What follows belongs to an exercise in optimizing a design on an open flow for small area; a production flow would make more cautious choices. RTL that was checked went through simulation tests only; none was proved equivalent to the original. Power and IR drop assume default switching activity.

## 01-17
// comm
module comm (
     input  wire          clk,
     input  wire          reset_n,
     input  wire [7:0]    phr_psdu_in,
     input  wire          phr_psdu_in_valid,
     output wire          tx_out,
     output wire          tx_out_valid,
     input  wire          rx_in,
     output wire [7:0]    out,
     output wire [1:0]    out_valid
);
Size: roughly 520 cells after synthesis, ~250 flip-flops.
==> module comm, before the edit <==
module comm (
     input  wire          clk,
     input  wire          reset_n,
     input  wire [7:0]    phr_psdu_in,
     input  wire          phr_psdu_in_valid,
     output wire          tx_out,
     output wire          tx_out_valid,
     input  wire          rx_in,
     output wire [7:0]    out,
     output wire [1:0]    out_valid
);
    reg        active;
    reg [7:0]  t;
    reg [4:0]  nreg;    
    reg [1:0]  g;       
    reg [8:0]  pn;
    reg [15:0] crc;
    reg [20:0] ring [0:7];
    wire       dphase = active && (t[7:3] >= 5'd10) && (t[7:3] < nreg);
    wire       sphase = active && (t[7:3] >= 5'd10);
    wire [2:0] bi = t[2:0];
    wire [7:0] r0, r1, r2;
    genvar gi;
    generate for (gi = 0; gi < 8; gi = gi + 1) begin : rd
        assign r0[gi] = ring[gi][(17 + gi) % 21];
        assign r1[gi] = ring[gi][3 + gi];
        assign r2[gi] = ring[gi][10 + gi];
    end endgenerate
    wire dbit = g[1] ? r2[bi] : g[0] ? r1[bi] : r0[bi];
    localparam [15:0] SFD = 16'hF398;
    wire       hbit = (t[7:6] == 2'b00) ? t[0] : SFD[t[3:0]];
    wire       sbit = (dphase ? dbit : ~crc[0]) ^ pn[0];
    assign tx_out_valid = active;
    assign tx_out       = active && (sphase ? sbit : hbit);
    integer k;
    always @(posedge clk) begin
        for (k = 0; k < 8; k = k + 1)
            ring[k] <= {ring[k][19:0], phr_psdu_in_valid ? phr_psdu_in[k] : ring[k][20]};
    end
    always @(posedge clk or negedge reset_n) begin
        if (~reset_n)
            active <= 1'b0;
        else if (!active)
            active <= phr_psdu_in_valid;
        else if (t[7:3] == nreg + 5'd1 && t[2:0] == 3'd7)
            active <= 1'b0;
    end
    always @(posedge clk) begin
        if (!active) begin
            t    <= 8'd0;
            nreg <= phr_psdu_in_valid ? 5'd11 : 5'd10;
        end else begin
            t <= t + 8'd1;
            if (phr_psdu_in_valid)
                nreg <= nreg + 5'd1;
        end
        if (!sphase)
            g <= 2'd0;
        else if (t[2:0] == 3'd7)
            g <= (g == 2'd2) ? 2'd0 : g + 2'd1;
    end
    wire crc_fb = dphase ? (crc[0] ^ dbit) : 1'b0;
    always @(posedge clk) begin
        pn  <= {sphase ? pn[0] ^ pn[5] : 1'b1, pn[8:1]};
        crc <= {dphase ? crc_fb : !sphase, crc[15:12], crc[11] ^ crc_fb, crc[10:5], crc[4] ^ crc_fb, crc[3:1]};
    end
    reg  [6:0] kmp;
    reg        dsr;         
    reg  [2:0] ibc;         
    reg  [2:0] st;
    reg  [7:0] cnt;
    reg  [8:0] pf;
    reg  [7:0] ib;          
    localparam [15:0] SFD_BITS = 16'hF398;
    reg [6:0] kmp_fb;
    always @(*) begin
        if (!kmp[6])
            kmp_fb = {6'd0, kmp[0]};
        else case (kmp[3:0])
            4'd1:                    kmp_fb = 7'd64;
            4'd2, 4'd6, 4'd11:       kmp_fb = 7'd2;
            4'd4, 4'd8, 4'd13:       kmp_fb = 7'd3;
            4'd0, 4'd5, 4'd10:       kmp_fb = 7'd0;
            default:                 kmp_fb = 7'd1;
        endcase
    end
    wire       kmp_exp = kmp[6] ? SFD_BITS[kmp[3:0]] : kmp[0];
    wire [6:0] kmp_nx  = (rx_in == kmp_exp) ? kmp + 7'd1 : kmp_fb;
    wire match = (kmp == 7'd80);
    wire busy  = dsr && (st != 3'd0);           
    wire ds    = dsr ? busy : match;
    wire fire  = (ibc == 3'd0) && busy;
    wire fe    = fire && (st == 3'd7);
    wire hdr   = (st != 3'd0) && (st <= 3'd4);
    wire pay   = (st == 3'd5);
    assign out       = fire ? ib : 8'd0;
    assign out_valid = fire ? {st[2] && !hdr, !pay} : 2'd0;
    always @(posedge clk or negedge reset_n) begin
        if (~reset_n) begin
            kmp <= 7'd0;
            dsr <= 1'b0;
            st  <= 3'd0;
            cnt <= 8'd0;
        end else begin
            kmp <= (!ds || fe) ? kmp_nx : 7'd0;
            dsr <= ds;
            if ((!dsr && match) || (fire && !(pay && cnt != 8'd1)))
                st <= st + 3'd1;
            if (fire && hdr)
                cnt <= (cnt == 8'd0) ? ib : cnt - 8'd1;
            else if (fire && pay)
                cnt <= cnt - 8'd1;
        end
    end
    always @(posedge clk) begin
        ibc <= ds ? ibc + 3'd1 : 3'd0;
        pf  <= ds ? {pf[0] ^ pf[5], pf[8:1]} : 9'h1FF;
        ib  <= {rx_in ^ pf[0], ib[7:1]};
    end
endmodule
export LEC_CHECK = 0
export CAP_MARGIN = 20
export CORE_MARGIN = 2
export CORE_UTILIZATION = 65
export SLEW_MARGIN = 20
create_clock -name core_clock -period 10.0 [get_ports {clk}]
standard.sh (not shown) runs the stock make flow with config.mk's settings and CLKGATE_MAP_FILE= SYNTH_SCRIPT=/design/flow/synth_recipe.tcl, a recipe that flattens the netlist after the stock synthesis.
==> flow/flow/run.sh <==
#!/bin/bash
# Standard layout (the standard.sh, standard synthesis unchanged) with:
# - a leaner clock tree: no dummy loads, clkbuf_8 sink clusters of up to 16
#   flip-flops, clkbuf_8 root;
# - the smallest buffer (buf_1) on every input and output port.
# The make output goes to standard.log; ORFS keeps each step's log in orfs/logs.
set -euo pipefail
export CTS_ARGS="-sink_clustering_enable -repair_clock_nets -dont_use_dummy_load -buf_list sky130_fd_sc_hd__clkbuf_16 -root_buf sky130_fd_sc_hd__clkbuf_8 -sink_clustering_buffer sky130_fd_sc_hd__clkbuf_8 -sink_clustering_size 16 -sink_clustering_max_diameter 80"
export BUFFER_PORTS_ARGS="-buffer_cell sky130_fd_sc_hd__buf_1"
bash standard.sh > standard.log 2>&1
For 09-20, these inputs were changed with respect to 01-17:
--- a/flow/design.v
+++ b/flow/design.v
@@ -68,6 +68,7 @@
     reg        dsr;         
     reg  [2:0] ibc;         
-    reg  [2:0] st;
+    reg  [1:0] st;
     reg  [7:0] cnt;
+    reg  [1:0] pc;          
     reg  [8:0] pf;
     reg  [7:0] ib;          
@@ -88,27 +89,39 @@
     wire [6:0] kmp_nx  = (rx_in == kmp_exp) ? kmp + 7'd1 : kmp_fb;
     wire match = (kmp == 7'd80);
-    wire busy  = dsr && (st != 3'd0);           
+    wire busy  = dsr && (st != 2'd0);           
     wire ds    = dsr ? busy : match;
     wire fire  = (ibc == 3'd0) && busy;
-    wire fe    = fire && (st == 3'd7);
-    wire hdr   = (st != 3'd0) && (st <= 3'd4);
-    wire pay   = (st == 3'd5);
+    wire fe    = fire && (st == 2'd3) && pc[0];
     assign out       = fire ? ib : 8'd0;
-    assign out_valid = fire ? {st[2] && !hdr, !pay} : 2'd0;
+    assign out_valid = fire ? st : 2'd0;
     always @(posedge clk or negedge reset_n) begin
         if (~reset_n) begin
             kmp <= 7'd0;
             dsr <= 1'b0;
-            st  <= 3'd0;
+            st  <= 2'd0;
             cnt <= 8'd0;
+            pc  <= 2'd0;
         end else begin
             kmp <= (!ds || fe) ? kmp_nx : 7'd0;
             dsr <= ds;
-            if ((!dsr && match) || (fire && !(pay && cnt != 8'd1)))
-                st <= st + 3'd1;
-            if (fire && hdr)
-                cnt <= (cnt == 8'd0) ? ib : cnt - 8'd1;
-            else if (fire && pay)
-                cnt <= cnt - 8'd1;
+            if (!dsr && match)
+                st <= 2'd1;
+            if (fire) begin
+                case (st)
+                    2'd1: begin
+                        st  <= (pc == 2'd1) ? 2'd2 : 2'd1;
+                        cnt <= (cnt == 8'd0) ? ib : cnt - 8'd1;
+                        pc  <= pc - 2'd1;
+                    end
+                    2'd2: begin
+                        st  <= (cnt == 8'd1) ? 2'd3 : 2'd2;
+                        cnt <= cnt - 8'd1;
+                    end
+                    default: begin
+                        st  <= pc[0] ? 2'd0 : 2'd3;
+                        pc  <= {1'b0, ~pc[0]};
+                    end
+                endcase
+            end
         end
     end
Notes after the runs:
- Each of the runs, namely 09-20 and 01-17, reached the end of the flow and came out clean.
- The higher met2 capacity usage during global routing came out of 01-17.
- Looking at worst-margin pin slew, 09-20 sits 180 ps below 01-17.
- Compared with 01-17, 09-20 improves final clock skew.
- | final standard cell count with taps included and fillers excluded | 09-20 vs 01-17 | ≈ equal |
- Number of inserted filler cells in the final layout in 09-20 is 44 above 01-17.
- Status: layout overhead on the synthesized area parity (01-17, 09-20)
- Register share of the cell area delta for 09-20 relative to 01-17: 0.23 points higher
- From 09-20 to 01-17, sum of negative setup slack did not move at all.
- On number of vias in the routed layout: between 09-20 and 01-17, it ends up higher for 01-17.
- Between 09-20 and 01-17, the difference in effective utilization at floorplan is negligible.
- 09-20 — overall global routing resource usage 0.45 points lower, 01-17 as reference
- 09-20 ends up with higher number of clock sinks seen by CTS than 01-17 does.
No functional check of the RTL was part of 01-17.

== v6 ==
The RTL this note starts from:
==> flow/design.v <==
module comm (
     input  wire          clk,
     input  wire          reset_n,
     input  wire [7:0]    phr_psdu_in,
     input  wire          phr_psdu_in_valid,
     output wire          tx_out,
     output wire          tx_out_valid,
     input  wire          rx_in,
     output wire [7:0]    out,
     output wire [1:0]    out_valid
);
    reg        active;
    reg [6:0]  t;       
    reg        sph;     
    reg [4:0]  nb;      
    wire [1:0] g = t[4:3];
    reg [8:0]  pn;
    reg [15:0] crc;
    reg [20:0] ring [0:7];
    wire       sphase = sph;
    wire       crc_ph = (nb[4:2] == 3'b111) && (nb[1] != nb[0]);    
    wire       dphase = sph && !crc_ph;
    wire [2:0] bi = t[2:0];
    wire [7:0] r0, r1, r2;
    genvar gi;
    generate for (gi = 0; gi < 8; gi = gi + 1) begin : rd
        assign r0[gi] = ring[gi][(17 + gi) % 21];
        assign r1[gi] = ring[gi][3 + gi];
        assign r2[gi] = ring[gi][10 + gi];
    end endgenerate
    wire dbit = g[1] ? r2[bi] : g[0] ? r1[bi] : r0[bi];
    localparam [15:0] SFD = 16'hF398;
    wire       hbit = t[6] ? SFD[t[3:0]] : t[0];
    wire       sbit = (dphase ? dbit : ~crc[0]) ^ pn[0];
    assign tx_out_valid = active;
    assign tx_out       = active && (sphase ? sbit : hbit);
    integer k;
    always @(posedge clk) begin
        for (k = 0; k < 8; k = k + 1)
            ring[k] <= {ring[k][19:0], phr_psdu_in_valid ? phr_psdu_in[k] : ring[k][20]};
    end
    always @(posedge clk or negedge reset_n) begin
        if (~reset_n)
            active <= 1'b0;
        else if (!active)
            active <= phr_psdu_in_valid;
        else if (sph && nb == 5'd29 && t[2:0] == 3'd7)
            active <= 1'b0;
    end
    always @(posedge clk) begin
        if (!active) begin
            t   <= 7'd0;
            sph <= 1'b0;
            nb  <= 5'd31;
        end else begin
            if (!sph)
                t <= (t == 7'd79) ? 7'd0 : t + 7'd1;
            else begin
                t[2:0] <= t[2:0] + 3'd1;
                if (t[2:0] == 3'd7)
                    t[4:3] <= (t[4:3] == 2'd2) ? 2'd0 : t[4:3] + 2'd1;
            end
            if (t == 7'd79)
                sph <= 1'b1;
            if (phr_psdu_in_valid)
                nb <= t[4:0];            
            else if (sph && t[2:0] == 3'd7)
                nb <= nb - 5'd1;
        end
    end
    wire crc_fb = dphase ? (crc[0] ^ dbit) : 1'b0;
    always @(posedge clk) begin
        pn  <= {sphase ? pn[0] ^ pn[5] : 1'b1, pn[8:1]};
        crc <= {dphase ? crc_fb : !sphase, crc[15:12], crc[11] ^ crc_fb, crc[10:5], crc[4] ^ crc_fb, crc[3:1]};
    end
    reg  [6:0] kmp;
    reg  [2:0] ibc;         
    reg  [2:0] st;
    reg  [7:0] cnt;
    reg  [8:0] pf;
    reg  [7:0] ib;          
    localparam [15:0] SFD_BITS = 16'hF398;
    reg [6:0] kmp_fb;
    always @(*) begin
        if (!kmp[6])
            kmp_fb = {6'd0, kmp[0]};
        else case (kmp[3:0])
            4'd1:                    kmp_fb = 7'd64;
            4'd2, 4'd6, 4'd11:       kmp_fb = 7'd2;
            4'd4, 4'd8, 4'd13:       kmp_fb = 7'd3;
            4'd0, 4'd5, 4'd10:       kmp_fb = 7'd0;
            default:                 kmp_fb = 7'd1;
        endcase
    end
    wire       kmp_exp = kmp[6] ? SFD_BITS[kmp[3:0]] : kmp[0];
    wire [6:0] kmp_nx  = (rx_in == kmp_exp) ? kmp + 7'd1 : kmp_fb;
    wire match = (kmp == 7'd80);
    wire busy  = (st != 3'd0);
    wire ds    = busy || match;
    wire fire  = (ibc == 3'd0) && busy;
    wire fe    = fire && (st == 3'd7);
    wire hdr   = (st != 3'd0) && (st <= 3'd4);
    wire pay   = (st == 3'd5);
    assign out       = fire ? ib : 8'd0;
    assign out_valid = fire ? {st[2] && !hdr, !pay} : 2'd0;
    always @(posedge clk or negedge reset_n) begin
        if (~reset_n) begin
            kmp <= 7'd0;
            st  <= 3'd0;
        end else begin
            kmp <= (!ds || fe) ? kmp_nx : 7'd0;
            if (match || (fire && !(pay && cnt != 8'd1)))
                st <= st + 3'd1;
        end
    end
    always @(posedge clk) begin
        if (fire && (hdr || pay))
            cnt <= (st == 3'd1 || (hdr && cnt == 8'd0)) ? ib : cnt - 8'd1;
    end
    always @(posedge clk) begin
        ibc <= ds ? ibc + 3'd1 : 3'd0;
        pf  <= {ds ? pf[0] ^ pf[5] : 1'b1, pf[8:1]};
        ib  <= {rx_in ^ pf[0], ib[7:1]};
    end
endmodule
clock: 10.0 ns
lec_check: 0
cap_margin: 20
core_margin: 2
core_utilization: 65
slew_margin: 20
==> flow/flow/run.sh <==
#!/bin/bash
# Standard layout (the standard.sh, standard synthesis unchanged) with:
# - a leaner clock tree: no dummy loads, clkbuf_8 sink clusters of up to 16
#   flip-flops, clkbuf_4 root and tree levels;
# - the smallest buffer (buf_1) on every input and output port.
# The make output goes to standard.log; ORFS keeps each step's log in orfs/logs.
set -euo pipefail
export CTS_ARGS="-sink_clustering_enable -repair_clock_nets -dont_use_dummy_load -buf_list sky130_fd_sc_hd__clkbuf_4 -root_buf sky130_fd_sc_hd__clkbuf_4 -sink_clustering_buffer sky130_fd_sc_hd__clkbuf_8 -sink_clustering_size 16 -sink_clustering_max_diameter 80"
export BUFFER_PORTS_ARGS="-buffer_cell sky130_fd_sc_hd__buf_1"
bash standard.sh > standard.log 2>&1
#### Input delta (v7 over v6)
diff --git a/flow/design.v b/flow/design.v
--- a/flow/design.v
+++ b/flow/design.v
@@ -115,5 +115,5 @@
     end
     always @(posedge clk) begin
-        if (fire && (hdr || pay))
+        if (fire)
             cnt <= (st == 3'd1 || (hdr && cnt == 8'd0)) ? ib : cnt - 8'd1;
     end
[summary]
Going from v6 to v7, via count of the first global-routing pass grew by about 1.3%; critical path depth shrank by 1; die area shrank by about 0.33%; final setup slack of the worst path shrank by 0.24 ns; xor/xnor share of the synthesized area shrank by 0.25 points.
In v7, non-clock buffer count is higher than in v6.
Sort v7 and v6 by sum of routed wire segments on met1, ascending, and v7 comes first.
In terms of share of total power in sequential cells, v7 and v6 differ only marginally.

## port drivers added, routing unchanged
Ports are ideal in the flow. The routed layouts listed here were re-timed in OpenROAD. Step 1, drivers: a clkbuf_16 drives clk and a buf_2 each remaining input, both assumed. Step 2 moves the port delays by t, midway between the first and last clock arrival at a register: inputs arrive t later, outputs are due t later. That takes back most of the time a late clock gives input paths. Slacks: no drivers / after step 1 / after step 2; pairs: no drivers / after step 1.
run | shift t [ns] | setup slack, ns | pins driven straight from the clock port
01-17 | 0.514 | 4.964 / 4.932 / 5.446 | 1
09-20 | 0.509 | 4.977 / 4.944 / 5.453 | 1
v6 | 0.589 | 4.989 / 4.957 / 5.546 | 1
v7 | 0.595 | 4.753 / 4.721 / 5.316 | 1
After both steps setup and hold are still met in every run listed.
